Background: an optimization exercise with open tools, aiming at small area, a short achievable clock period and few clock cycles per item. Do not read the settings as production practice.
The RTL was checked by simulation tests, not by an equivalence proof against the original design.
No activity file was given, so power comes from the tool's default toggle rates.

==> v24: inputs <==
==> flow/design.v (excerpt) <==
module LASER (
    input CLK,
    input RST,
    input [3:0] X,
    input [3:0] Y,
    output [3:0] C1X,
    output [3:0] C1Y,
    output [3:0] C2X,
    output [3:0] C2Y,
    output DONE);
reg rd;             
reg rdq;            
reg [5:0] cnt;      
reg iss;            
reg prf;            
reg [3:0] cy;       
reg [1:0] ipass;    
reg [1:0] rpass;    
reg chk;            
reg [3:0] sx, sy;   
reg done;
reg v1, p1, l1, v2, l2, v3, l3, v4, l4;
reg [3:0] y1, y2, y3, y4;
reg [3:0] ox, oy;   
reg [3:0] bx, by;   
reg [5:0] bc;       
wire fin = v4 & l4;  
reg [3:0] c1x, c1y, c2x, c2y;   
assign DONE = done;
assign C1X = c1x;
assign C1Y = c1y;
assign C2X = c2x;
assign C2Y = c2y;
function automatic covd;
    input [3:0] dx, dy;
    covd = (dx <= 4 && dy == 0) || (dx <= 3 && (dy == 1 || dy == 2)) ||
           (dx <= 2 && dy == 3) || (dx == 0 && dy == 4);
endfunction
reg [4*40-1:0] PX, PY;
reg [40-1:0] PA;
wire [15:0] ohx = 16'd1 << ox;
wire [40-1:0] cov;    
always @(posedge CLK) begin
    PX <= {PX[4*40-5:0], rd ? X : PX[4*40-1:4*40-4]};
    PY <= {PY[4*40-5:0], rd ? Y : PY[4*40-1:4*40-4]};
    if (prf)
        PA <= {40{1'b1}};
    else
        PA <= {(p1 ? !cov[37] : PA[38]),
               (p1 ? !cov[36] : PA[37]),
               (p1 ? !cov[35] : PA[36]),
               (p1 ? !cov[34] : PA[35]),
               (p1 ? !cov[33] : PA[34]),
               (p1 ? !cov[32] : PA[33]),
               (p1 ? !cov[31] : PA[32]),
               (p1 ? !cov[30] : PA[31]),
               (p1 ? !cov[29] : PA[30]),
               (p1 ? !cov[28] : PA[29]),
               (p1 ? !cov[27] : PA[28]),
               (p1 ? !cov[26] : PA[27]),
  ...
clock: 8.0 ns
lec_check: 0
abc_area: 1
cap_margin: 20
core_margin: 2
core_utilization: 40
cts_cluster_diameter: 70
cts_cluster_size: 30
gpl_routability_driven: 0
setup_slack_margin: 5.0
slew_margin: 20
run.sh (not shown) runs the stock make flow with config.mk's settings and CLKGATE_MAP_FILE= SYNTH_SCRIPT=/design/flow/synth_recipe.tcl, a recipe that flattens the netlist after the stock synthesis.
==> v6: changes against v24 <==
--- a/flow/config.mk
+++ b/flow/config.mk
@@ -7,3 +7,2 @@
 export LEC_CHECK = 0
-export ABC_AREA = 1
 export CAP_MARGIN = 20
@@ -11,5 +10,2 @@
 export CORE_UTILIZATION = 40
-export CTS_CLUSTER_DIAMETER = 70
-export CTS_CLUSTER_SIZE = 30
-export GPL_ROUTABILITY_DRIVEN = 0
 export SETUP_SLACK_MARGIN = 5.0
==> v32: changes against v24 <==
--- a/flow/config.mk
+++ b/flow/config.mk
@@ -7,9 +7,5 @@
 export LEC_CHECK = 0
-export ABC_AREA = 1
 export CAP_MARGIN = 20
 export CORE_MARGIN = 2
-export CORE_UTILIZATION = 40
-export CTS_CLUSTER_DIAMETER = 70
-export CTS_CLUSTER_SIZE = 30
-export GPL_ROUTABILITY_DRIVEN = 0
+export CORE_UTILIZATION = 30
 export SETUP_SLACK_MARGIN = 5.0
==> comparison table <==
	v24	v32	v6
Result of the run	finished clean	finished clean	finished clean
Antenna violations before repair	20	18	34
Number of buffers inserted to repair setup after CTS	7	38	26
Overall power after layout	0.00956 W	0.0109 W	0.0107 W
Pre-CTS worst setup slack	4.62 ns	4.08 ns	4.23 ns
Post-Place Cells	11100	11900	11100
Critical Path Sink	PA[36]$_SDFF_PP1_	PA[0]$_SDFF_PP1_	PA[23]$_SDFF_PP1_
Min cycle time layout	2.99 ns	3.13 ns	3.12 ns
Data-path buffer share of cell area in the final layout	0.0110	0.0166	0.0159
Top power consumer group	registers	clock	clock
Multi-Input Combinational	6355	6651	6653
Number of rows created at floorplan	151	183	159
Num tapcells	2218	3330	2495
Xor/xnor cell area share of the yosys netlist	0.0175	0.0178	0.0178
Testbench counts of v24, summed over its fixed seeds: cycles 4,670, items 48.
Testbench counts of v6, summed over its fixed seeds: cycles 4,670, items 48.
Testbench counts of v32, summed over its fixed seeds: cycles 4,670, items 48.

[re-timing with driven ports]
The flow's constraints put no driver on any port. The routed layouts listed below were extracted and timed again, unchanged, in two steps.
Step 1 assumes that a clkbuf_16 drives the clock port and a buf_2 every other input.
Step 2, shift: input delay + t, output delay - t, t = (earliest + latest rising clock arrival at the registers) / 2. This alone moves slack from input paths to output paths.
a / b / c = no drivers / after step 1 / after step 2; a / b = the first two.
run	shift t [ns]	setup slack, ns	hold slack, ns	worst setup path after step 2	worst slew at a driven data input, ns
v24	0.799	5.008 / 4.964 / 5.008	0.327 / 0.327 / 0.327	register to register	0.03
v6	0.852	4.880 / 4.880 / 4.880	0.309 / 0.309 / 0.309	register to register	0.06
v32	0.902	4.871 / 4.871 / 4.871	0.308 / 0.308 / 0.308	register to register	0.04
After both steps every run listed still meets setup and hold.
